What follows belongs to an exercise in optimizing a design on an open flow for small area, a short achievable clock period and few clock cycles per item; a production flow would make more cautious choices. No functional check of the RTL was part of any run shown here. Power is estimated from default activity; no workload was simulated.

==> flow/design.v (outline; a module is shown in full before it is edited, if it fits) <==
// module multserial: 1416 lines
// module benc: 5 lines
// module xnr: 3 lines
// module bsel: 3 lines
// module bseln: 3 lines
// module fa: 4 lines
// module fa1: 4 lines
// module ha: 4 lines
// module pnode: 4 lines
// module gnode: 3 lines
// module cpa: 268 lines
module multserial(input wire CLK,
                  input wire RST,
                  input wire MST,
                  input wire MSGN,
                  input wire [31:0] SRCA,
                  input wire [31:0] SRCB,
                  output wire [63:0] PROD,
                  output wire PRODV);
  // ...
==> flow/flow/run.sh <==
#!/bin/bash
set -e
export BUFFER_PORTS_ARGS="-buffer_cell sky130_fd_sc_hd__buf_2"
bash standard.sh finish > standard.log 2>&1
==> flow/standard.sh <==
#!/bin/bash
# synth_recipe.tcl (not shown) runs the flow's synth.tcl, then flattens the netlist and writes it again
# the make line also repeats each setting of config.mk as NAME=value (left out here)
make -C /OpenROAD-flow-scripts/flow DESIGN_CONFIG=/design/flow/config.mk WORK_HOME=/design/flow/orfs CLKGATE_MAP_FILE= SYNTH_SCRIPT=/design/flow/synth_recipe.tcl "${@:-finish}"
==> flow/config.mk <==
export PLATFORM = sky130hd
export DESIGN_NAME = multserial
export DESIGN_NICKNAME = multserial
export VERILOG_FILES = /design/flow/design.v
export SDC_FILE = /design/flow/constraint.sdc
export NUM_CORES = 4
export LEC_CHECK = 0
export CAP_MARGIN = 20
export CORE_MARGIN = 2
export CORE_UTILIZATION = 40
export PLACE_DENSITY = 0.7
export SLEW_MARGIN = 20
export SYNTH_HIERARCHICAL = 1
==> flow/constraint.sdc <==
create_clock -name core_clock -period 5.0 [get_ports {CLK}]
set_input_delay 1.0000 -clock core_clock [delete_from_list [all_inputs] [get_ports {CLK}]]
set_output_delay 1.0000 -clock core_clock [all_outputs]
set_load 0.01 [all_outputs]
==> results.py, run 1 <==
metrics = {
    "layout": {
        "num-multi-input-gates": 2054,
        "finalInstanceArea_sq_um": 31500,
        "seq_share_pct": 11.6,
        "final_common_cell": "o22ai_1",
        "nClkBuffers": 20,
        "multi_input_area_sq_um": 22400,
        "num_antenna_cells": 2,
    },
    "yosys": {
        "synth_area_leader_cell": "fa_1",
        "synthSimpleGateAreaFrac_pct": 5.36,
        "synth_top_family_by_area": "adder cells",
        "synth_edf_count": 121,
        "synth_area_sq_um": 26400,
        "ys_seq_elements": 122,
    },
    "placed_design": {
        "place_area_sq_um": 31000,
    },
    "global_route": {
        "grt_antenna_before_repair": 5,
        "busiest_layer": "met2",
    },
    "floorplanning": {
        "dieArea_sq_um": 68000,
        "die_y_um": 261,
    },
    "clock_tree": {
        "worstSkewPairLatency_ps": 480,
        "cts_hold_buffers": 0,
        "cts_buffers": 17,
    },
    "worst_hold_path": {
        "hold_path_depth": 1,
        "min_to": "prodv",
        "hp-class": "reg2reg",
    },
    "power": {
        "p_comb_share_pct": 79.2,
        "cellPowerDensity_nw_per_um2": 634,
        "total_power_mw": 20.0,
    },
    "sta": {
        "setup_violations": 0,
    },
    "routing": {
        "drt_iter0_markers": 2382,
        "via_count": 21957,
    },
    "outcome": {
        "status": "no timing/DRC/antenna violations",
    },
    "setup_path": {
        "r2r_end": "prodv",
        "reg2reg_from": "prodv",
        "startpoint_type": "register",
    },
}
==> module benc, before the edit <==
module benc(input wire x2, input wire x1, input wire x0, output wire neg, output wire onen, output wire twon);
    assign neg = x2 & ~(x1 & x0);
    assign onen = ~(x1 ^ x0);
    assign twon = ~((x2 & ~x1 & ~x0) | (~x2 & x1 & x0));
endmodule
==> inputs of run 2 (changes only) <==
--- a/flow/design.v
+++ b/flow/design.v
@@ -3,213 +3,163 @@
                   input wire MST,
                   input wire MSGN,
                   input wire [31:0] SRCA,
                   input wire [31:0] SRCB,
                   output wire [63:0] PROD,
                   output wire PRODV);
     wire [32:0] a = {MSGN & SRCA[31], SRCA};
     wire [34:0] b = {MSGN & SRCB[31], MSGN & SRCB[31], SRCB, 1'b0};   
-    wire [15:0] neg, onen, twon, negh, onenh, twonh;
+    wire [15:0] neg, onen, twon;
     assign neg[0] = b[2];
     assign onen[0] = ~b[1];
     assign twon[0] = ~(b[2] & ~b[1]);
-    assign negh[0] = b[2];
-    assign onenh[0] = ~b[1];
-    assign twonh[0] = ~(b[2] & ~b[1]);
     benc u_benc1 (.x2(b[4]), .x1(b[3]), .x0(b[2]), .neg(neg[1]), .onen(onen[1]), .twon(twon[1]));
-    benc u_bench1 (.x2(b[4]), .x1(b[3]), .x0(b[2]), .neg(negh[1]), .onen(onenh[1]), .twon(twonh[1]));
     benc u_benc2 (.x2(b[6]), .x1(b[5]), .x0(b[4]), .neg(neg[2]), .onen(onen[2]), .twon(twon[2]));
-    benc u_bench2 (.x2(b[6]), .x1(b[5]), .x0(b[4]), .neg(negh[2]), .onen(onenh[2]), .twon(twonh[2]));
     benc u_benc3 (.x2(b[8]), .x1(b[7]), .x0(b[6]), .neg(neg[3]), .onen(onen[3]), .twon(twon[3]));
-    benc u_bench3 (.x2(b[8]), .x1(b[7]), .x0(b[6]), .neg(negh[3]), .onen(onenh[3]), .twon(twonh[3]));
     benc u_benc4 (.x2(b[10]), .x1(b[9]), .x0(b[8]), .neg(neg[4]), .onen(onen[4]), .twon(twon[4]));
-    benc u_bench4 (.x2(b[10]), .x1(b[9]), .x0(b[8]), .neg(negh[4]), .onen(onenh[4]), .twon(twonh[4]));
     benc u_benc5 (.x2(b[12]), .x1(b[11]), .x0(b[10]), .neg(neg[5]), .onen(onen[5]), .twon(twon[5]));
-    benc u_bench5 (.x2(b[12]), .x1(b[11]), .x0(b[10]), .neg(negh[5]), .onen(onenh[5]), .twon(twonh[5]));
     benc u_benc6 (.x2(b[14]), .x1(b[13]), .x0(b[12]), .neg(neg[6]), .onen(onen[6]), .twon(twon[6]));
-    benc u_bench6 (.x2(b[14]), .x1(b[13]), .x0(b[12]), .neg(negh[6]), .onen(onenh[6]), .twon(twonh[6]));
     benc u_benc7 (.x2(b[16]), .x1(b[15]), .x0(b[14]), .neg(neg[7]), .onen(onen[7]), .twon(twon[7]));
-    benc u_bench7 (.x2(b[16]), .x1(b[15]), .x0(b[14]), .neg(negh[7]), .onen(onenh[7]), .twon(twonh[7]));
     benc u_benc8 (.x2(b[18]), .x1(b[17]), .x0(b[16]), .neg(neg[8]), .onen(onen[8]), .twon(twon[8]));
-    benc u_bench8 (.x2(b[18]), .x1(b[17]), .x0(b[16]), .neg(negh[8]), .onen(onenh[8]), .twon(twonh[8]));
     benc u_benc9 (.x2(b[20]), .x1(b[19]), .x0(b[18]), .neg(neg[9]), .onen(onen[9]), .twon(twon[9]));
-    benc u_bench9 (.x2(b[20]), .x1(b[19]), .x0(b[18]), .neg(negh[9]), .onen(onenh[9]), .twon(twonh[9]));
     benc u_benc10 (.x2(b[22]), .x1(b[21]), .x0(b[20]), .neg(neg[10]), .onen(onen[10]), .twon(twon[10]));
-    benc u_bench10 (.x2(b[22]), .x1(b[21]), .x0(b[20]), .neg(negh[10]), .onen(onenh[10]), .twon(twonh[10]));
     benc u_benc11 (.x2(b[24]), .x1(b[23]), .x0(b[22]), .neg(neg[11]), .onen(onen[11]), .twon(twon[11]));
-    benc u_bench11 (.x2(b[24]), .x1(b[23]), .x0(b[22]), .neg(negh[11]), .onen(onenh[11]), .twon(twonh[11]));
     benc u_benc12 (.x2(b[26]), .x1(b[25]), .x0(b[24]), .neg(neg[12]), .onen(onen[12]), .twon(twon[12]));
-    benc u_bench12 (.x2(b[26]), .x1(b[25]), .x0(b[24]), .neg(negh[12]), .onen(onenh[12]), .twon(twonh[12]));
     benc u_benc13 (.x2(b[28]), .x1(b[27]), .x0(b[26]), .neg(neg[13]), .onen(onen[13]), .twon(twon[13]));
-    benc u_bench13 (.x2(b[28]), .x1(b[27]), .x0(b[26]), .neg(negh[13]), .onen(onenh[13]), .twon(twonh[13]));
     benc u_benc14 (.x2(b[30]), .x1(b[29]), .x0(b[28]), .neg(neg[14]), .onen(onen[14]), .twon(twon[14]));
-    benc u_bench14 (.x2(b[30]), .x1(b[29]), .x0(b[28]), .neg(negh[14]), .onen(onenh[14]), .twon(twonh[14]));
     benc u_benc15 (.x2(b[32]), .x1(b[31]), .x0(b[30]), .neg(neg[15]), .onen(onen[15]), .twon(twon[15]));
-    benc u_bench15 (.x2(b[32]), .x1(b[31]), .x0(b[30]), .neg(negh[15]), .onen(onenh[15]), .twon(twonh[15]));
     wire [34:0] xn0;    
     assign xn0[0] = ~neg[0];
-    xnr u_xn0 [16:0] (.a(a[16:0]), .b(neg[0]), .y(xn0[17:1]));
-    xnr u_xnh0 [32:17] (.a(a[32:17]), .b(negh[0]), .y(xn0[33:18]));
+    xnr u_xn0 [32:0] (.a(a), .b(neg[0]), .y(xn0[33:1]));
     assign xn0[34] = xn0[33];
     wire [33:0] pp0;
-    bsel u_bs0 [16:0] (.onen(onen[0]), .twon(twon[0]), .xn1(xn0[17:1]), .xn2(xn0[16:0]), .pp(pp0[16:0]));
-    bsel u_bsh0 [33:17] (.onen(onenh[0]), .twon(twonh[0]), .xn1(xn0[34:18]), .xn2(xn0[33:17]), .pp(pp0[33:17]));
+    bsel u_bs0 [33:0] (.onen(onen[0]), .twon(twon[0]), .xn1(xn0[34:1]), .xn2(xn0[33:0]), .pp(pp0));
     wire ppn0_33;
-    bseln u_bsn0 (.onen(onenh[0]), .twon(twonh[0]), .xn1(xn0[34]), .xn2(xn0[33]), .ppn(ppn0_33));
+    bseln u_bsn0 (.onen(onen[0]), .twon(twon[0]), .xn1(xn0[34]), .xn2(xn0[33]), .ppn(ppn0_33));
     wire [34:0] xn1;    
     assign xn1[0] = ~neg[1];
-    xnr u_xn1 [16:0] (.a(a[16:0]), .b(neg[1]), .y(xn1[17:1]));
-    xnr u_xnh1 [32:17] (.a(a[32:17]), .b(negh[1]), .y(xn1[33:18]));
+    xnr u_xn1 [32:0] (.a(a), .b(neg[1]), .y(xn1[33:1]));
     assign xn1[34] = xn1[33];
     wire [33:0] pp1;
-    bsel u_bs1 [16:0] (.onen(onen[1]), .twon(twon[1]), .xn1(xn1[17:1]), .xn2(xn1[16:0]), .pp(pp1[16:0]));
-    bsel u_bsh1 [33:17] (.onen(onenh[1]), .twon(twonh[1]), .xn1(xn1[34:18]), .xn2(xn1[33:17]), .pp(pp1[33:17]));
+    bsel u_bs1 [33:0] (.onen(onen[1]), .twon(twon[1]), .xn1(xn1[34:1]), .xn2(xn1[33:0]), .pp(pp1));
     wire ppn1_33;
-    bseln u_bsn1 (.onen(onenh[1]), .twon(twonh[1]), .xn1(xn1[34]), .xn2(xn1[33]), .ppn(ppn1_33));
+    bseln u_bsn1 (.onen(onen[1]), .twon(twon[1]), .xn1(xn1[34]), .xn2(xn1[33]), .ppn(ppn1_33));
     wire [34:0] xn2;    
     assign xn2[0] = ~neg[2];
-    xnr u_xn2 [16:0] (.a(a[16:0]), .b(neg[2]), .y(xn2[17:1]));
-    xnr u_xnh2 [32:17] (.a(a[32:17]), .b(negh[2]), .y(xn2[33:18]));
+    xnr u_xn2 [32:0] (.a(a), .b(neg[2]), .y(xn2[33:1]));
     assign xn2[34] = xn2[33];
     wire [33:0] pp2;
-    bsel u_bs2 [16:0] (.onen(onen[2]), .twon(twon[2]), .xn1(xn2[17:1]), .xn2(xn2[16:0]), .pp(pp2[16:0]));
-    bsel u_bsh2 [33:17] (.onen(onenh[2]), .twon(twonh[2]), .xn1(xn2[34:18]), .xn2(xn2[33:17]), .pp(pp2[33:17]));
+    bsel u_bs2 [33:0] (.onen(onen[2]), .twon(twon[2]), .xn1(xn2[34:1]), .xn2(xn2[33:0]), .pp(pp2));
     wire ppn2_33;
-    bseln u_bsn2 (.onen(onenh[2]), .twon(twonh[2]), .xn1(xn2[34]), .xn2(xn2[33]), .ppn(ppn2_33));
+    bseln u_bsn2 (.onen(onen[2]), .twon(twon[2]), .xn1(xn2[34]), .xn2(xn2[33]), .ppn(ppn2_33));
     wire [34:0] xn3;    
     assign xn3[0] = ~neg[3];
-    xnr u_xn3 [16:0] (.a(a[16:0]), .b(neg[3]), .y(xn3[17:1]));
-    xnr u_xnh3 [32:17] (.a(a[32:17]), .b(negh[3]), .y(xn3[33:18]));
+    xnr u_xn3 [32:0] (.a(a), .b(neg[3]), .y(xn3[33:1]));
     assign xn3[34] = xn3[33];
     wire [33:0] pp3;
-    bsel u_bs3 [16:0] (.onen(onen[3]), .twon(twon[3]), .xn1(xn3[17:1]), .xn2(xn3[16:0]), .pp(pp3[16:0]));
-    bsel u_bsh3 [33:17] (.onen(onenh[3]), .twon(twonh[3]), .xn1(xn3[34:18]), .xn2(xn3[33:17]), .pp(pp3[33:17]));
+    bsel u_bs3 [33:0] (.onen(onen[3]), .twon(twon[3]), .xn1(xn3[34:1]), .xn2(xn3[33:0]), .pp(pp3));
     wire ppn3_33;
-    bseln u_bsn3 (.onen(onenh[3]), .twon(twonh[3]), .xn1(xn3[34]), .xn2(xn3[33]), .ppn(ppn3_33));
+    bseln u_bsn3 (.onen(onen[3]), .twon(twon[3]), .xn1(xn3[34]), .xn2(xn3[33]), .ppn(ppn3_33));
     wire [34:0] xn4;    
     assign xn4[0] = ~neg[4];
-    xnr u_xn4 [16:0] (.a(a[16:0]), .b(neg[4]), .y(xn4[17:1]));
-    xnr u_xnh4 [32:17] (.a(a[32:17]), .b(negh[4]), .y(xn4[33:18]));
+    xnr u_xn4 [32:0] (.a(a), .b(neg[4]), .y(xn4[33:1]));
     assign xn4[34] = xn4[33];
     wire [33:0] pp4;
-    bsel u_bs4 [16:0] (.onen(onen[4]), .twon(twon[4]), .xn1(xn4[17:1]), .xn2(xn4[16:0]), .pp(pp4[16:0]));
-    bsel u_bsh4 [33:17] (.onen(onenh[4]), .twon(twonh[4]), .xn1(xn4[34:18]), .xn2(xn4[33:17]), .pp(pp4[33:17]));
+    bsel u_bs4 [33:0] (.onen(onen[4]), .twon(twon[4]), .xn1(xn4[34:1]), .xn2(xn4[33:0]), .pp(pp4));
     wire ppn4_33;
-    bseln u_bsn4 (.onen(onenh[4]), .twon(twonh[4]), .xn1(xn4[34]), .xn2(xn4[33]), .ppn(ppn4_33));
+    bseln u_bsn4 (.onen(onen[4]), .twon(twon[4]), .xn1(xn4[34]), .xn2(xn4[33]), .ppn(ppn4_33));
     wire [34:0] xn5;    
     assign xn5[0] = ~neg[5];
-    xnr u_xn5 [16:0] (.a(a[16:0]), .b(neg[5]), .y(xn5[17:1]));
-    xnr u_xnh5 [32:17] (.a(a[32:17]), .b(negh[5]), .y(xn5[33:18]));
+    xnr u_xn5 [32:0] (.a(a), .b(neg[5]), .y(xn5[33:1]));
     assign xn5[34] = xn5[33];
     wire [33:0] pp5;
-    bsel u_bs5 [16:0] (.onen(onen[5]), .twon(twon[5]), .xn1(xn5[17:1]), .xn2(xn5[16:0]), .pp(pp5[16:0]));
-    bsel u_bsh5 [33:17] (.onen(onenh[5]), .twon(twonh[5]), .xn1(xn5[34:18]), .xn2(xn5[33:17]), .pp(pp5[33:17]));
+    bsel u_bs5 [33:0] (.onen(onen[5]), .twon(twon[5]), .xn1(xn5[34:1]), .xn2(xn5[33:0]), .pp(pp5));
     wire ppn5_33;
-    bseln u_bsn5 (.onen(onenh[5]), .twon(twonh[5]), .xn1(xn5[34]), .xn2(xn5[33]), .ppn(ppn5_33));
+    bseln u_bsn5 (.onen(onen[5]), .twon(twon[5]), .xn1(xn5[34]), .xn2(xn5[33]), .ppn(ppn5_33));
     wire [34:0] xn6;    
     assign xn6[0] = ~neg[6];
-    xnr u_xn6 [16:0] (.a(a[16:0]), .b(neg[6]), .y(xn6[17:1]));
-    xnr u_xnh6 [32:17] (.a(a[32:17]), .b(negh[6]), .y(xn6[33:18]));
+    xnr u_xn6 [32:0] (.a(a), .b(neg[6]), .y(xn6[33:1]));
     assign xn6[34] = xn6[33];
     wire [33:0] pp6;
-    bsel u_bs6 [16:0] (.onen(onen[6]), .twon(twon[6]), .xn1(xn6[17:1]), .xn2(xn6[16:0]), .pp(pp6[16:0]));
-    bsel u_bsh6 [33:17] (.onen(onenh[6]), .twon(twonh[6]), .xn1(xn6[34:18]), .xn2(xn6[33:17]), .pp(pp6[33:17]));
+    bsel u_bs6 [33:0] (.onen(onen[6]), .twon(twon[6]), .xn1(xn6[34:1]), .xn2(xn6[33:0]), .pp(pp6));
     wire ppn6_33;
-    bseln u_bsn6 (.onen(onenh[6]), .twon(twonh[6]), .xn1(xn6[34]), .xn2(xn6[33]), .ppn(ppn6_33));
+    bseln u_bsn6 (.onen(onen[6]), .twon(twon[6]), .xn1(xn6[34]), .xn2(xn6[33]), .ppn(ppn6_33));
     wire [34:0] xn7;    
     assign xn7[0] = ~neg[7];
-    xnr u_xn7 [16:0] (.a(a[16:0]), .b(neg[7]), .y(xn7[17:1]));
-    xnr u_xnh7 [32:17] (.a(a[32:17]), .b(negh[7]), .y(xn7[33:18]));
+    xnr u_xn7 [32:0] (.a(a), .b(neg[7]), .y(xn7[33:1]));
     assign xn7[34] = xn7[33];
     wire [33:0] pp7;
-    bsel u_bs7 [16:0] (.onen(onen[7]), .twon(twon[7]), .xn1(xn7[17:1]), .xn2(xn7[16:0]), .pp(pp7[16:0]));
-    bsel u_bsh7 [33:17] (.onen(onenh[7]), .twon(twonh[7]), .xn1(xn7[34:18]), .xn2(xn7[33:17]), .pp(pp7[33:17]));
+    bsel u_bs7 [33:0] (.onen(onen[7]), .twon(twon[7]), .xn1(xn7[34:1]), .xn2(xn7[33:0]), .pp(pp7));
     wire ppn7_33;
-    bseln u_bsn7 (.onen(onenh[7]), .twon(twonh[7]), .xn1(xn7[34]), .xn2(xn7[33]), .ppn(ppn7_33));
+    bseln u_bsn7 (.onen(onen[7]), .twon(twon[7]), .xn1(xn7[34]), .xn2(xn7[33]), .ppn(ppn7_33));
     wire [34:0] xn8;    
     assign xn8[0] = ~neg[8];
-    xnr u_xn8 [16:0] (.a(a[16:0]), .b(neg[8]), .y(xn8[17:1]));
-    xnr u_xnh8 [32:17] (.a(a[32:17]), .b(negh[8]), .y(xn8[33:18]));
+    xnr u_xn8 [32:0] (.a(a), .b(neg[8]), .y(xn8[33:1]));
     assign xn8[34] = xn8[33];
     wire [33:0] pp8;
-    bsel u_bs8 [16:0] (.onen(onen[8]), .twon(twon[8]), .xn1(xn8[17:1]), .xn2(xn8[16:0]), .pp(pp8[16:0]));
-    bsel u_bsh8 [33:17] (.onen(onenh[8]), .twon(twonh[8]), .xn1(xn8[34:18]), .xn2(xn8[33:17]), .pp(pp8[33:17]));
+    bsel u_bs8 [33:0] (.onen(onen[8]), .twon(twon[8]), .xn1(xn8[34:1]), .xn2(xn8[33:0]), .pp(pp8));
     wire ppn8_33;
-    bseln u_bsn8 (.onen(onenh[8]), .twon(twonh[8]), .xn1(xn8[34]), .xn2(xn8[33]), .ppn(ppn8_33));
+    bseln u_bsn8 (.onen(onen[8]), .twon(twon[8]), .xn1(xn8[34]), .xn2(xn8[33]), .ppn(ppn8_33));
     wire [34:0] xn9;    
     assign xn9[0] = ~neg[9];
-    xnr u_xn9 [16:0] (.a(a[16:0]), .b(neg[9]), .y(xn9[17:1]));
-    xnr u_xnh9 [32:17] (.a(a[32:17]), .b(negh[9]), .y(xn9[33:18]));
+    xnr u_xn9 [32:0] (.a(a), .b(neg[9]), .y(xn9[33:1]));
     assign xn9[34] = xn9[33];
     wire [33:0] pp9;
-    bsel u_bs9 [16:0] (.onen(onen[9]), .twon(twon[9]), .xn1(xn9[17:1]), .xn2(xn9[16:0]), .pp(pp9[16:0]));
-    bsel u_bsh9 [33:17] (.onen(onenh[9]), .twon(twonh[9]), .xn1(xn9[34:18]), .xn2(xn9[33:17]), .pp(pp9[33:17]));
+    bsel u_bs9 [33:0] (.onen(onen[9]), .twon(twon[9]), .xn1(xn9[34:1]), .xn2(xn9[33:0]), .pp(pp9));
     wire ppn9_33;
-    bseln u_bsn9 (.onen(onenh[9]), .twon(twonh[9]), .xn1(xn9[34]), .xn2(xn9[33]), .ppn(ppn9_33));
+    bseln u_bsn9 (.onen(onen[9]), .twon(twon[9]), .xn1(xn9[34]), .xn2(xn9[33]), .ppn(ppn9_33));
     wire [34:0] xn10;    
     assign xn10[0] = ~neg[10];
-    xnr u_xn10 [16:0] (.a(a[16:0]), .b(neg[10]), .y(xn10[17:1]));
-    xnr u_xnh10 [32:17] (.a(a[32:17]), .b(negh[10]), .y(xn10[33:18]));
+    xnr u_xn10 [32:0] (.a(a), .b(neg[10]), .y(xn10[33:1]));
     assign xn10[34] = xn10[33];
     wire [33:0] pp10;
-    bsel u_bs10 [16:0] (.onen(onen[10]), .twon(twon[10]), .xn1(xn10[17:1]), .xn2(xn10[16:0]), .pp(pp10[16:0]));
-    bsel u_bsh10 [33:17] (.onen(onenh[10]), .twon(twonh[10]), .xn1(xn10[34:18]), .xn2(xn10[33:17]), .pp(pp10[33:17]));
+    bsel u_bs10 [33:0] (.onen(onen[10]), .twon(twon[10]), .xn1(xn10[34:1]), .xn2(xn10[33:0]), .pp(pp10));
     wire ppn10_33;
-    bseln u_bsn10 (.onen(onenh[10]), .twon(twonh[10]), .xn1(xn10[34]), .xn2(xn10[33]), .ppn(ppn10_33));
+    bseln u_bsn10 (.onen(onen[10]), .twon(twon[10]), .xn1(xn10[34]), .xn2(xn10[33]), .ppn(ppn10_33));
     wire [34:0] xn11;    
     assign xn11[0] = ~neg[11];
-    xnr u_xn11 [16:0] (.a(a[16:0]), .b(neg[11]), .y(xn11[17:1]));
-    xnr u_xnh11 [32:17] (.a(a[32:17]), .b(negh[11]), .y(xn11[33:18]));
+    xnr u_xn11 [32:0] (.a(a), .b(neg[11]), .y(xn11[33:1]));
     assign xn11[34] = xn11[33];
     wire [33:0] pp11;
-    bsel u_bs11 [16:0] (.onen(onen[11]), .twon(twon[11]), .xn1(xn11[17:1]), .xn2(xn11[16:0]), .pp(pp11[16:0]));
-    bsel u_bsh11 [33:17] (.onen(onenh[11]), .twon(twonh[11]), .xn1(xn11[34:18]), .xn2(xn11[33:17]), .pp(pp11[33:17]));
+    bsel u_bs11 [33:0] (.onen(onen[11]), .twon(twon[11]), .xn1(xn11[34:1]), .xn2(xn11[33:0]), .pp(pp11));
     wire ppn11_33;
-    bseln u_bsn11 (.onen(onenh[11]), .twon(twonh[11]), .xn1(xn11[34]), .xn2(xn11[33]), .ppn(ppn11_33));
+    bseln u_bsn11 (.onen(onen[11]), .twon(twon[11]), .xn1(xn11[34]), .xn2(xn11[33]), .ppn(ppn11_33));
     wire [34:0] xn12;    
     assign xn12[0] = ~neg[12];
-    xnr u_xn12 [16:0] (.a(a[16:0]), .b(neg[12]), .y(xn12[17:1]));
-    xnr u_xnh12 [32:17] (.a(a[32:17]), .b(negh[12]), .y(xn12[33:18]));
+    xnr u_xn12 [32:0] (.a(a), .b(neg[12]), .y(xn12[33:1]));
     assign xn12[34] = xn12[33];
     wire [33:0] pp12;
-    bsel u_bs12 [16:0] (.onen(onen[12]), .twon(twon[12]), .xn1(xn12[17:1]), .xn2(xn12[16:0]), .pp(pp12[16:0]));
-    bsel u_bsh12 [33:17] (.onen(onenh[12]), .twon(twonh[12]), .xn1(xn12[34:18]), .xn2(xn12[33:17]), .pp(pp12[33:17]));
+    bsel u_bs12 [33:0] (.onen(onen[12]), .twon(twon[12]), .xn1(xn12[34:1]), .xn2(xn12[33:0]), .pp(pp12));
     wire ppn12_33;
-    bseln u_bsn12 (.onen(onenh[12]), .twon(twonh[12]), .xn1(xn12[34]), .xn2(xn12[33]), .ppn(ppn12_33));
+    bseln u_bsn12 (.onen(onen[12]), .twon(twon[12]), .xn1(xn12[34]), .xn2(xn12[33]), .ppn(ppn12_33));
     wire [34:0] xn13;    
     assign xn13[0] = ~neg[13];
-    xnr u_xn13 [16:0] (.a(a[16:0]), .b(neg[13]), .y(xn13[17:1]));
-    xnr u_xnh13 [32:17] (.a(a[32:17]), .b(negh[13]), .y(xn13[33:18]));
+    xnr u_xn13 [32:0] (.a(a), .b(neg[13]), .y(xn13[33:1]));
     assign xn13[34] = xn13[33];
     wire [33:0] pp13;
-    bsel u_bs13 [16:0] (.onen(onen[13]), .twon(twon[13]), .xn1(xn13[17:1]), .xn2(xn13[16:0]), .pp(pp13[16:0]));
-    bsel u_bsh13 [33:17] (.onen(onenh[13]), .twon(twonh[13]), .xn1(xn13[34:18]), .xn2(xn13[33:17]), .pp(pp13[33:17]));
+    bsel u_bs13 [33:0] (.onen(onen[13]), .twon(twon[13]), .xn1(xn13[34:1]), .xn2(xn13[33:0]), .pp(pp13));
     wire ppn13_33;
-    bseln u_bsn13 (.onen(onenh[13]), .twon(twonh[13]), .xn1(xn13[34]), .xn2(xn13[33]), .ppn(ppn13_33));
+    bseln u_bsn13 (.onen(onen[13]), .twon(twon[13]), .xn1(xn13[34]), .xn2(xn13[33]), .ppn(ppn13_33));
     wire [34:0] xn14;    
     assign xn14[0] = ~neg[14];
-    xnr u_xn14 [16:0] (.a(a[16:0]), .b(neg[14]), .y(xn14[17:1]));
-    xnr u_xnh14 [32:17] (.a(a[32:17]), .b(negh[14]), .y(xn14[33:18]));
+    xnr u_xn14 [32:0] (.a(a), .b(neg[14]), .y(xn14[33:1]));
     assign xn14[34] = xn14[33];
     wire [33:0] pp14;
-    bsel u_bs14 [16:0] (.onen(onen[14]), .twon(twon[14]), .xn1(xn14[17:1]), .xn2(xn14[16:0]), .pp(pp14[16:0]));
-    bsel u_bsh14 [33:17] (.onen(onenh[14]), .twon(twonh[14]), .xn1(xn14[34:18]), .xn2(xn14[33:17]), .pp(pp14[33:17]));
+    bsel u_bs14 [33:0] (.onen(onen[14]), .twon(twon[14]), .xn1(xn14[34:1]), .xn2(xn14[33:0]), .pp(pp14));
     wire ppn14_33;
-    bseln u_bsn14 (.onen(onenh[14]), .twon(twonh[14]), .xn1(xn14[34]), .xn2(xn14[33]), .ppn(ppn14_33));
+    bseln u_bsn14 (.onen(onen[14]), .twon(twon[14]), .xn1(xn14[34]), .xn2(xn14[33]), .ppn(ppn14_33));
     wire [34:0] xn15;    
     assign xn15[0] = ~neg[15];
-    xnr u_xn15 [16:0] (.a(a[16:0]), .b(neg[15]), .y(xn15[17:1]));
-    xnr u_xnh15 [32:17] (.a(a[32:17]), .b(negh[15]), .y(xn15[33:18]));
+    xnr u_xn15 [32:0] (.a(a), .b(neg[15]), .y(xn15[33:1]));
     assign xn15[34] = xn15[33];
     wire [33:0] pp15;
-    bsel u_bs15 [16:0] (.onen(onen[15]), .twon(twon[15]), .xn1(xn15[17:1]), .xn2(xn15[16:0]), .pp(pp15[16:0]));
-    bsel u_bsh15 [33:17] (.onen(onenh[15]), .twon(twonh[15]), .xn1(xn15[34:18]), .xn2(xn15[33:17]), .pp(pp15[33:17]));
+    bsel u_bs15 [33:0] (.onen(onen[15]), .twon(twon[15]), .xn1(xn15[34:1]), .xn2(xn15[33:0]), .pp(pp15));
     wire ppn15_33;
-    bseln u_bsn15 (.onen(onenh[15]), .twon(twonh[15]), .xn1(xn15[34]), .xn2(xn15[33]), .ppn(ppn15_33));
+    bseln u_bsn15 (.onen(onen[15]), .twon(twon[15]), .xn1(xn15[34]), .xn2(xn15[33]), .ppn(ppn15_33));
     wire [31:0] ppt = {32{~MSGN & SRCB[31]}} & SRCA[31:0];
     wire hs_0, hc_0;
     ha u_ha0 (.a(neg[12]), .b(pp0[24]), .s(hs_0), .co(hc_0));
     wire hs_1, hc_1;
     ha u_ha1 (.a(pp0[25]), .b(pp10[5]), .s(hs_1), .co(hc_1));
     wire fs_0, fc_0;
     fa u_fa0 (.a(neg[13]), .b(pp0[26]), .c(pp10[6]), .s(fs_0), .co(fc_0));
     wire hs_2, hc_2;
@@ -1269,45 +1219,123 @@
     wire fs_482, fc_482;
     fa u_fa482 (.a(hc_45), .b(fs_420), .c(fc_481), .s(fs_482), .co(fc_482));
     wire fs_483, fc_483;
     fa u_fa483 (.a(fc_420), .b(fs_421), .c(fc_482), .s(fs_483), .co(fc_483));
     wire fs_484, fc_484;
     fa u_fa484 (.a(fc_421), .b(fs_422), .c(fc_483), .s(fs_484), .co(fc_484));
     wire fs_485, fc_485;
     fa u_fa485 (.a(fc_422), .b(fs_423), .c(fc_484), .s(fs_485), .co(fc_485));
+    wire hs_48, hc_48;
+    ha u_ha48 (.a(fc_423), .b(fs_424), .s(hs_48), .co(hc_48));
+    wire hs_49, hc_49;
+    ha u_ha49 (.a(fc_424), .b(fs_425), .s(hs_49), .co(hc_49));
+    wire hs_50, hc_50;
+    ha u_ha50 (.a(fc_425), .b(fs_426), .s(hs_50), .co(hc_50));
+    wire hs_51, hc_51;
+    ha u_ha51 (.a(fc_426), .b(fs_427), .s(hs_51), .co(hc_51));
+    wire hs_52, hc_52;
+    ha u_ha52 (.a(fc_427), .b(fs_428), .s(hs_52), .co(hc_52));
+    wire hs_53, hc_53;
+    ha u_ha53 (.a(fc_428), .b(fs_429), .s(hs_53), .co(hc_53));
+    wire hs_54, hc_54;
+    ha u_ha54 (.a(fc_429), .b(fs_430), .s(hs_54), .co(hc_54));
+    wire hs_55, hc_55;
+    ha u_ha55 (.a(fc_430), .b(fs_431), .s(hs_55), .co(hc_55));
+    wire hs_56, hc_56;
+    ha u_ha56 (.a(fc_431), .b(fs_432), .s(hs_56), .co(hc_56));
+    wire hs_57, hc_57;
+    ha u_ha57 (.a(fc_432), .b(fs_433), .s(hs_57), .co(hc_57));
+    wire hs_58, hc_58;
+    ha u_ha58 (.a(fc_433), .b(fs_434), .s(hs_58), .co(hc_58));
+    wire hs_59, hc_59;
+    ha u_ha59 (.a(fc_434), .b(fs_435), .s(hs_59), .co(hc_59));
+    wire hs_60, hc_60;
+    ha u_ha60 (.a(fc_435), .b(fs_436), .s(hs_60), .co(hc_60));
+    wire hs_61, hc_61;
+    ha u_ha61 (.a(fc_436), .b(fs_437), .s(hs_61), .co(hc_61));
+    wire hs_62, hc_62;
+    ha u_ha62 (.a(fc_437), .b(fs_438), .s(hs_62), .co(hc_62));
+    wire hs_63, hc_63;
+    ha u_ha63 (.a(fc_438), .b(fs_439), .s(hs_63), .co(hc_63));
+    wire hs_64, hc_64;
+    ha u_ha64 (.a(fc_439), .b(fs_440), .s(hs_64), .co(hc_64));
+    wire hs_65, hc_65;
+    ha u_ha65 (.a(fc_440), .b(fs_441), .s(hs_65), .co(hc_65));
+    wire hs_66, hc_66;
+    ha u_ha66 (.a(fc_458), .b(fs_459), .s(hs_66), .co(hc_66));
+    wire hs_67, hc_67;
+    ha u_ha67 (.a(fs_460), .b(fc_459), .s(hs_67), .co(hc_67));
+    wire hs_68, hc_68;
+    ha u_ha68 (.a(fc_460), .b(fs_461), .s(hs_68), .co(hc_68));
+    wire hs_69, hc_69;
+    ha u_ha69 (.a(fc_461), .b(fs_462), .s(hs_69), .co(hc_69));
+    wire hs_70, hc_70;
+    ha u_ha70 (.a(fc_462), .b(fs_463), .s(hs_70), .co(hc_70));
+    wire hs_71, hc_71;
+    ha u_ha71 (.a(fc_463), .b(fs_464), .s(hs_71), .co(hc_71));
+    wire hs_72, hc_72;
+    ha u_ha72 (.a(fc_464), .b(fs_465), .s(hs_72), .co(hc_72));
+    wire hs_73, hc_73;
+    ha u_ha73 (.a(fc_465), .b(fs_466), .s(hs_73), .co(hc_73));
+    wire hs_74, hc_74;
+    ha u_ha74 (.a(fc_466), .b(fs_467), .s(hs_74), .co(hc_74));
+    wire hs_75, hc_75;
+    ha u_ha75 (.a(fc_467), .b(fs_468), .s(hs_75), .co(hc_75));
+    wire hs_76, hc_76;
+    ha u_ha76 (.a(fs_469), .b(fc_468), .s(hs_76), .co(hc_76));
+    wire hs_77, hc_77;
+    ha u_ha77 (.a(fc_469), .b(fs_470), .s(hs_77), .co(hc_77));
+    wire hs_78, hc_78;
+    ha u_ha78 (.a(fc_470), .b(fs_471), .s(hs_78), .co(hc_78));
+    wire hs_79, hc_79;
+    ha u_ha79 (.a(fc_471), .b(fs_472), .s(hs_79), .co(hc_79));
+    wire hs_80, hc_80;
+    ha u_ha80 (.a(fc_472), .b(fs_473), .s(hs_80), .co(hc_80));
+    wire hs_81, hc_81;
+    ha u_ha81 (.a(fs_474), .b(fc_473), .s(hs_81), .co(hc_81));
+    wire hs_82, hc_82;
+    ha u_ha82 (.a(fc_474), .b(fs_475), .s(hs_82), .co(hc_82));
+    wire hs_83, hc_83;
+    ha u_ha83 (.a(fs_476), .b(fc_475), .s(hs_83), .co(hc_83));
+    wire hs_84, hc_84;
+    ha u_ha84 (.a(fc_476), .b(fs_477), .s(hs_84), .co(hc_84));
+    wire hs_85, hc_85;
+    ha u_ha85 (.a(fc_477), .b(fs_478), .s(hs_85), .co(hc_85));
+    wire hs_86, hc_86;
+    ha u_ha86 (.a(fs_479), .b(fc_478), .s(hs_86), .co(hc_86));
     wire [63:0] s_d;
     wire [55:0] c_d;
     wire ci_d = fc_485;
     assign s_d[0] = hs_46;
     assign s_d[1] = hs_47;
     assign s_d[2] = fs_480;
     assign s_d[3] = fs_481;
     assign s_d[4] = fs_482;
     assign s_d[5] = fs_483;
     assign s_d[6] = fs_484;
     assign s_d[7] = fs_485;
-    assign s_d[8] = fc_423;
-    assign s_d[9] = fc_424;
-    assign s_d[10] = fc_425;
-    assign s_d[11] = fc_426;
-    assign s_d[12] = fc_427;
-    assign s_d[13] = fc_428;
-    assign s_d[14] = fc_429;
-    assign s_d[15] = fc_430;
-    assign s_d[16] = fc_431;
-    assign s_d[17] = fc_432;
-    assign s_d[18] = fc_433;
-    assign s_d[19] = fc_434;
-    assign s_d[20] = fc_435;
-    assign s_d[21] = fc_436;
-    assign s_d[22] = fc_437;
-    assign s_d[23] = fc_438;
-    assign s_d[24] = fc_439;
-    assign s_d[25] = fc_440;
+    assign s_d[8] = hs_48;
+    assign s_d[9] = hs_49;
+    assign s_d[10] = hs_50;
+    assign s_d[11] = hs_51;
+    assign s_d[12] = hs_52;
+    assign s_d[13] = hs_53;
+    assign s_d[14] = hs_54;
+    assign s_d[15] = hs_55;
+    assign s_d[16] = hs_56;
+    assign s_d[17] = hs_57;
+    assign s_d[18] = hs_58;
+    assign s_d[19] = hs_59;
+    assign s_d[20] = hs_60;
+    assign s_d[21] = hs_61;
+    assign s_d[22] = hs_62;
+    assign s_d[23] = hs_63;
+    assign s_d[24] = hs_64;
+    assign s_d[25] = hs_65;
     assign s_d[26] = fc_441;
     assign s_d[27] = fc_442;
     assign s_d[28] = fc_443;
     assign s_d[29] = fc_444;
     assign s_d[30] = fc_445;
     assign s_d[31] = fc_446;
     assign s_d[32] = fc_447;
     assign s_d[33] = fc_448;
@@ -1315,55 +1343,55 @@
     assign s_d[35] = fc_450;
     assign s_d[36] = fc_451;
     assign s_d[37] = fc_452;
     assign s_d[38] = fc_453;
     assign s_d[39] = fc_454;
     assign s_d[40] = fc_455;
     assign s_d[41] = fc_456;
     assign s_d[42] = fc_457;
-    assign s_d[43] = fc_458;
-    assign s_d[44] = fs_460;
-    assign s_d[45] = fc_460;
-    assign s_d[46] = fc_461;
-    assign s_d[47] = fc_462;
-    assign s_d[48] = fc_463;
-    assign s_d[49] = fc_464;
-    assign s_d[50] = fc_465;
-    assign s_d[51] = fc_466;
-    assign s_d[52] = fc_467;
-    assign s_d[53] = fs_469;
-    assign s_d[54] = fc_469;
-    assign s_d[55] = fc_470;
-    assign s_d[56] = fc_471;
-    assign s_d[57] = fc_472;
-    assign s_d[58] = fs_474;
-    assign s_d[59] = fc_474;
-    assign s_d[60] = fs_476;
-    assign s_d[61] = fc_476;
-    assign s_d[62] = fc_477;
-    assign s_d[63] = fs_479;
-    assign c_d[0] = fs_424;
-    assign c_d[1] = fs_425;
-    assign c_d[2] = fs_426;
-    assign c_d[3] = fs_427;
-    assign c_d[4] = fs_428;
-    assign c_d[5] = fs_429;
-    assign c_d[6] = fs_430;
-    assign c_d[7] = fs_431;
-    assign c_d[8] = fs_432;
-    assign c_d[9] = fs_433;
-    assign c_d[10] = fs_434;
-    assign c_d[11] = fs_435;
-    assign c_d[12] = fs_436;
-    assign c_d[13] = fs_437;
-    assign c_d[14] = fs_438;
-    assign c_d[15] = fs_439;
-    assign c_d[16] = fs_440;
-    assign c_d[17] = fs_441;
+    assign s_d[43] = hs_66;
+    assign s_d[44] = hs_67;
+    assign s_d[45] = hs_68;
+    assign s_d[46] = hs_69;
+    assign s_d[47] = hs_70;
+    assign s_d[48] = hs_71;
+    assign s_d[49] = hs_72;
+    assign s_d[50] = hs_73;
+    assign s_d[51] = hs_74;
+    assign s_d[52] = hs_75;
+    assign s_d[53] = hs_76;
+    assign s_d[54] = hs_77;
+    assign s_d[55] = hs_78;
+    assign s_d[56] = hs_79;
+    assign s_d[57] = hs_80;
+    assign s_d[58] = hs_81;
+    assign s_d[59] = hs_82;
+    assign s_d[60] = hs_83;
+    assign s_d[61] = hs_84;
+    assign s_d[62] = hs_85;
+    assign s_d[63] = hs_86;
+    assign c_d[0] = hc_48;
+    assign c_d[1] = hc_49;
+    assign c_d[2] = hc_50;
+    assign c_d[3] = hc_51;
+    assign c_d[4] = hc_52;
+    assign c_d[5] = hc_53;
+    assign c_d[6] = hc_54;
+    assign c_d[7] = hc_55;
+    assign c_d[8] = hc_56;
+    assign c_d[9] = hc_57;
+    assign c_d[10] = hc_58;
+    assign c_d[11] = hc_59;
+    assign c_d[12] = hc_60;
+    assign c_d[13] = hc_61;
+    assign c_d[14] = hc_62;
+    assign c_d[15] = hc_63;
+    assign c_d[16] = hc_64;
+    assign c_d[17] = hc_65;
     assign c_d[18] = fs_442;
     assign c_d[19] = fs_443;
     assign c_d[20] = fs_444;
     assign c_d[21] = fs_445;
     assign c_d[22] = fs_446;
     assign c_d[23] = fs_447;
     assign c_d[24] = fs_448;
     assign c_d[25] = fs_449;
@@ -1371,37 +1399,37 @@
     assign c_d[27] = fs_451;
     assign c_d[28] = fs_452;
     assign c_d[29] = fs_453;
     assign c_d[30] = fs_454;
     assign c_d[31] = fs_455;
     assign c_d[32] = fs_456;
     assign c_d[33] = fs_457;
     assign c_d[34] = fs_458;
-    assign c_d[35] = fs_459;
-    assign c_d[36] = fc_459;
-    assign c_d[37] = fs_461;
-    assign c_d[38] = fs_462;
-    assign c_d[39] = fs_463;
-    assign c_d[40] = fs_464;
-    assign c_d[41] = fs_465;
-    assign c_d[42] = fs_466;
-    assign c_d[43] = fs_467;
-    assign c_d[44] = fs_468;
-    assign c_d[45] = fc_468;
-    assign c_d[46] = fs_470;
-    assign c_d[47] = fs_471;
-    assign c_d[48] = fs_472;
-    assign c_d[49] = fs_473;
-    assign c_d[50] = fc_473;
-    assign c_d[51] = fs_475;
-    assign c_d[52] = fc_475;
-    assign c_d[53] = fs_477;
-    assign c_d[54] = fs_478;
-    assign c_d[55] = fc_478;
+    assign c_d[35] = hc_66;
+    assign c_d[36] = hc_67;
+    assign c_d[37] = hc_68;
+    assign c_d[38] = hc_69;
+    assign c_d[39] = hc_70;
+    assign c_d[40] = hc_71;
+    assign c_d[41] = hc_72;
+    assign c_d[42] = hc_73;
+    assign c_d[43] = hc_74;
+    assign c_d[44] = hc_75;
+    assign c_d[45] = hc_76;
+    assign c_d[46] = hc_77;
+    assign c_d[47] = hc_78;
+    assign c_d[48] = hc_79;
+    assign c_d[49] = hc_80;
+    assign c_d[50] = hc_81;
+    assign c_d[51] = hc_82;
+    assign c_d[52] = hc_83;
+    assign c_d[53] = hc_84;
+    assign c_d[54] = hc_85;
+    assign c_d[55] = hc_86;
     reg [63:0] s_q;
     reg [55:0] c_q;
     reg ci_q;
     reg prodv;
     always @(posedge CLK) begin
         if (RST) prodv <= 1'b0;
         else if (MST) prodv <= 1'b1;
         if (MST) begin
@@ -1410,19 +1438,23 @@
             ci_q <= ci_d;
         end
     end
     assign PROD[7:0] = s_q[7:0];
     cpa u_cpa (.x(s_q[63:8]), .y(c_q), .ci(ci_q), .s(PROD[63:8]));
     assign PRODV = prodv;
 endmodule
 module benc(input wire x2, input wire x1, input wire x0, output wire neg, output wire onen, output wire twon);
+    wire d = x1 ^ x0;
+    bneg u_neg (.x2(x2), .x1(x1), .x0(x0), .neg(neg));
+    assign onen = ~d;
+    assign twon = d | ~(x2 ^ x1);
+endmodule
+module bneg(input wire x2, input wire x1, input wire x0, output wire neg);
     assign neg = x2 & ~(x1 & x0);
-    assign onen = ~(x1 ^ x0);
-    assign twon = ~((x2 & ~x1 & ~x0) | (~x2 & x1 & x0));
 endmodule
 module xnr(input wire a, input wire b, output wire y);
     assign y = ~(a ^ b);
 endmodule
 module bsel(input wire onen, input wire twon, input wire xn1, input wire xn2, output wire pp);
     assign pp = ~((onen | xn1) & (twon | xn2));
 endmodule
 module bseln(input wire onen, input wire twon, input wire xn1, input wire xn2, output wire ppn);
@@ -1444,17 +1476,111 @@
     assign g = gh | (ph & gl);
     assign p = ph & pl;
 endmodule
 module gnode(input wire gh, input wire ph, input wire gl, output wire g);
     assign g = gh | (ph & gl);
 endmodule
 module cpa(input wire [55:0] x, input wire [55:0] y, input wire ci, output wire [55:0] s);
     wire [55:0] p, g;
-    ha u_pg [55:0] (.a(x), .b(y), .s(p), .co(g));
+    assign p[0] = x[0];
+    assign g[0] = y[0];
+    assign p[1] = x[1];
+    assign g[1] = y[1];
+    assign p[2] = x[2];
+    assign g[2] = y[2];
+    assign p[3] = x[3];
+    assign g[3] = y[3];
+    assign p[4] = x[4];
+    assign g[4] = y[4];
+    assign p[5] = x[5];
+    assign g[5] = y[5];
+    assign p[6] = x[6];
+    assign g[6] = y[6];
+    assign p[7] = x[7];
+    assign g[7] = y[7];
+    assign p[8] = x[8];
+    assign g[8] = y[8];
+    assign p[9] = x[9];
+    assign g[9] = y[9];
+    assign p[10] = x[10];
+    assign g[10] = y[10];
+    assign p[11] = x[11];
+    assign g[11] = y[11];
+    assign p[12] = x[12];
+    assign g[12] = y[12];
+    assign p[13] = x[13];
+    assign g[13] = y[13];
+    assign p[14] = x[14];
+    assign g[14] = y[14];
+    assign p[15] = x[15];
+    assign g[15] = y[15];
+    assign p[16] = x[16];
+    assign g[16] = y[16];
+    assign p[17] = x[17];
+    assign g[17] = y[17];
+    ha u_pg18 (.a(x[18]), .b(y[18]), .s(p[18]), .co(g[18]));
+    ha u_pg19 (.a(x[19]), .b(y[19]), .s(p[19]), .co(g[19]));
+    ha u_pg20 (.a(x[20]), .b(y[20]), .s(p[20]), .co(g[20]));
+    ha u_pg21 (.a(x[21]), .b(y[21]), .s(p[21]), .co(g[21]));
+    ha u_pg22 (.a(x[22]), .b(y[22]), .s(p[22]), .co(g[22]));
+    ha u_pg23 (.a(x[23]), .b(y[23]), .s(p[23]), .co(g[23]));
+    ha u_pg24 (.a(x[24]), .b(y[24]), .s(p[24]), .co(g[24]));
+    ha u_pg25 (.a(x[25]), .b(y[25]), .s(p[25]), .co(g[25]));
+    ha u_pg26 (.a(x[26]), .b(y[26]), .s(p[26]), .co(g[26]));
+    ha u_pg27 (.a(x[27]), .b(y[27]), .s(p[27]), .co(g[27]));
+    ha u_pg28 (.a(x[28]), .b(y[28]), .s(p[28]), .co(g[28]));
+    ha u_pg29 (.a(x[29]), .b(y[29]), .s(p[29]), .co(g[29]));
+    ha u_pg30 (.a(x[30]), .b(y[30]), .s(p[30]), .co(g[30]));
+    ha u_pg31 (.a(x[31]), .b(y[31]), .s(p[31]), .co(g[31]));
+    ha u_pg32 (.a(x[32]), .b(y[32]), .s(p[32]), .co(g[32]));
+    ha u_pg33 (.a(x[33]), .b(y[33]), .s(p[33]), .co(g[33]));
+    ha u_pg34 (.a(x[34]), .b(y[34]), .s(p[34]), .co(g[34]));
+    assign p[35] = x[35];
+    assign g[35] = y[35];
+    assign p[36] = x[36];
+    assign g[36] = y[36];
+    assign p[37] = x[37];
+    assign g[37] = y[37];
+    assign p[38] = x[38];
+    assign g[38] = y[38];
+    assign p[39] = x[39];
+    assign g[39] = y[39];
+    assign p[40] = x[40];
+    assign g[40] = y[40];
+    assign p[41] = x[41];
+    assign g[41] = y[41];
+    assign p[42] = x[42];
+    assign g[42] = y[42];
+    assign p[43] = x[43];
+    assign g[43] = y[43];
+    assign p[44] = x[44];
+    assign g[44] = y[44];
+    assign p[45] = x[45];
+    assign g[45] = y[45];
+    assign p[46] = x[46];
+    assign g[46] = y[46];
+    assign p[47] = x[47];
+    assign g[47] = y[47];
+    assign p[48] = x[48];
+    assign g[48] = y[48];
+    assign p[49] = x[49];
+    assign g[49] = y[49];
+    assign p[50] = x[50];
+    assign g[50] = y[50];
+    assign p[51] = x[51];
+    assign g[51] = y[51];
+    assign p[52] = x[52];
+    assign g[52] = y[52];
+    assign p[53] = x[53];
+    assign g[53] = y[53];
+    assign p[54] = x[54];
+    assign g[54] = y[54];
+    assign p[55] = x[55];
+    assign g[55] = y[55];
     wire u1_1_g;
     gnode n_u1_1 (.gh(g[0]), .ph(p[0]), .gl(ci), .g(u1_1_g));
     wire u1_3_g, u1_3_p;
     pnode n_u1_3 (.gh(g[2]), .ph(p[2]), .gl(g[1]), .pl(p[1]), .g(u1_3_g), .p(u1_3_p));
     wire u1_5_g, u1_5_p;
     pnode n_u1_5 (.gh(g[4]), .ph(p[4]), .gl(g[3]), .pl(p[3]), .g(u1_5_g), .p(u1_5_p));
     wire u1_7_g, u1_7_p;
     pnode n_u1_7 (.gh(g[6]), .ph(p[6]), .gl(g[5]), .pl(p[5]), .g(u1_7_g), .p(u1_7_p));
==> results.py, run 2 <==
metrics = {
    "yosys": {
        "synthCells": 2176,
        "syn_avg_cell_area_sq_um": 11.7,
        "yosys_warnings": 7,
        "synth_nets": 2829,
        "synth_area_sq_um": 25500,
    },
    "routing": {
        "drc": 0,
        "drt_iter0_markers": 3027,
        "via_count": 21399,
        "first_pass_iters": 6,
        "wirelength_mm": 89.5,
        "final_antenna_net_count": 0,
        "wl_per_cell_um": 25.9,
        "via_per_inst": 6.20,
    },
    "layout": {
        "largestRegisters": "s_q: 64 flops, c_q: 55 flops",
        "regMostFlops": "s_q",
        "drive_gt1_share_pct": 22.4,
        "layout_common_cells": "528 x o22ai_1, 526 x xnor2_1, 409 x fa_1",
        "final_common_cell": "o22ai_1",
        "nets": 3241,
        "finalInstanceArea_sq_um": 31000,
        "synthToLayoutAreaGrowth_pct": 21.8,
        "largest_register_ff_count": 64,
    },
    "flow_run": {
        "maxCapViolCount": 0,
    },
    "global_route": {
        "grt_overflow": 0,
        "grt_pass1_vias": 22411,
        "grt_pass1_wl_mm": 137,
        "grt_antenna_before_repair": 8,
        "grt_max_degree": 62,
        "track_usage_pct": 27.6,
    },
    "placed_design": {
        "place_area_sq_um": 30400,
        "dp_hpwl_mm": 72.4,
        "numPortBuffers": 132,
        "routabilityCongestion": 1.02,
    },
    "sta": {
        "rsz0062_at_grt": "no",
        "min_period_over_period_pct": 95.8,
        "setup-tns-final_ps": 0,
        "setup_violations": 0,
        "maxSlewViolCount": 0,
        "slew_headroom_pct": 41.4,
        "worst_pin_slew_ps": 878,
        "max_clock_freq_ghz": 0.209,
        "hold_viol": 0,
        "finClkSkew_ps": 0,
        "period_minus_slack_ps": 4790,
    },
    "setup_path": {
        "startpoint_type": "input pin",
        "worstPathArrival_ps": 5020,
        "r2r_setup_slack_ps": 4390,
        "path_class": "in2reg",
        "reg2reg_from": "prodv",
        "reg2regPathDepth": 1,
        "r2r_end": "prodv",
        "cp-end-kind": "register",
        "required_ps": 5230,
        "worst-path-max-fanout": 19,
    },
    "clock_tree": {
        "cts_tree": "yes",
        "h-tree-depth": 4,
        "clk_path_buf_depth": 2,
        "ctsResizeCount": 0,
        "cts_buffers": 17,
        "clkTransAtPathRegs_ps": 60,
        "cts-root-buf": "clkbuf_16",
        "worstSkewPairLatency_ps": 490,
        "cts.sinks": 121,
        "cts_hold_buffers": 0,
        "post_cts_buffers": 0,
    },
    "power": {
        "cellPowerDensity_nw_per_um2": 663,
        "irDropWorstVdd_uv": 415,
        "total_power_mw": 20.6,
        "p_leak_nw": 12.0,
    },
    "floorplanning": {
        "die-width_um": 256,
        "die_y_um": 256,
        "start_util_pct": 40.5,
        "rows": 92,
        "dieArea_sq_um": 65700,
        "ios": 133,
        "core_sq_um": 63000,
    },
    "worst_hold_path": {
        "min_from": "prodv",
        "hp-class": "reg2reg",
        "hold_path_depth": 1,
        "min_to": "prodv",
    },
    "outcome": {
        "status": "no timing/DRC/antenna violations",
    },
}
## run 2: per-layer routing
layer | vias up | track usage (%) | wire, um
li1 | 8905 | - | -
met1 | 10701 | 36.3 | 34700
met2 | 1495 | 43.3 | 40600
met3 | 296 | 6.80 | 9950
met4 | 2 | 11.9 | 4180
met5 | - | 0 | 15
## run 2: stage by stage
step / hold WS (ps) / utilization (%) / worst slack (ps) / instances
3_5_place_dp: 475 / 48.3 / -265 / 3415
6_report: 484 / 49.3 / 208 / 3453
2_1_floorplan: 525 / - / -270 / 2176
3_3_place_gp: 470 / 48.3 / -250 / 3415
4_1_cts: 491 / 49.2 / 208 / 3447
5_1_grt: 509 / 49.2 / 96.1 / 3450
## run 2: layout make-up
class | instances | area, sq um
Clock inverter | 15 | 158
Timing Repair Buffer | 408 | 3590
Sequential cell | 121 | 3620
Tap cell | 846 | 1060
Antenna cell | 6 | 15.0
Multi-Input combinational cell | 1979 | 21900
Inverter | 61 | 229
Fill cell | 5652 | 32000
Clock buffer | 17 | 425
## run 2: power breakdown
group | switching [mW] | leakage [nW] | internal [mW]
clock | 0.563 | 0.282 | 0.700
combinational | 8.52 | 10.5 | 7.52
sequential | 0.263 | 1.18 | 3.02
## run 2: worst max path at each step
stage / end / depth (start not counted) / from
CTS: PROD[62] / 11 / ci_q
finish: c_q[29] / 11 / SRCB[27]
global route: PROD[54] / 12 / s_q[10]
global placement: c_q[28] / 11 / SRCB[27]
floorplan: c_q[32] / 9 / SRCB[20]
detailed placement: c_q[29] / 11 / SRCB[27]
## run 2: worst max-delay path: stages
cell	delay [ps]
buf_2	150
a21boi_4	280
buf_12	210
xnor2_1	100
o22ai_1	450
fa_1	530
fa_1	450
fa_1	510
fa_1	400
fa_1	520
fa_1	420

[re-timing with driven ports]
No port has a modelled driver above. Below, the same layouts with a new extraction and two added sets of constraints. Step 1 assumes that a clkbuf_16 drives the clock port and a buf_2 every other input. Step 2 times the ports against the registers' clock, not the clock port: input delays grow and output delays shrink by t, the midpoint of the rising clock arrivals with the driver on. a / b / c = ideal / step 1 / step 2; a / b = the first two.
run	shift t [ns]	setup WS [ns]	latest minus earliest clock arrival (ns)
run 1	0.548	0.178 / 0.117 / -0.294	0.013 / 0.012
run 2	0.544	0.208 / 0.241 / -0.302	0.017 / 0.017
With both steps, setup timing fails in run 1 and run 2, where it was met with ideal ports. The setup slack of run 2, which loses most, moves by +0.033 ns with the drivers and by -0.510 ns with both steps.
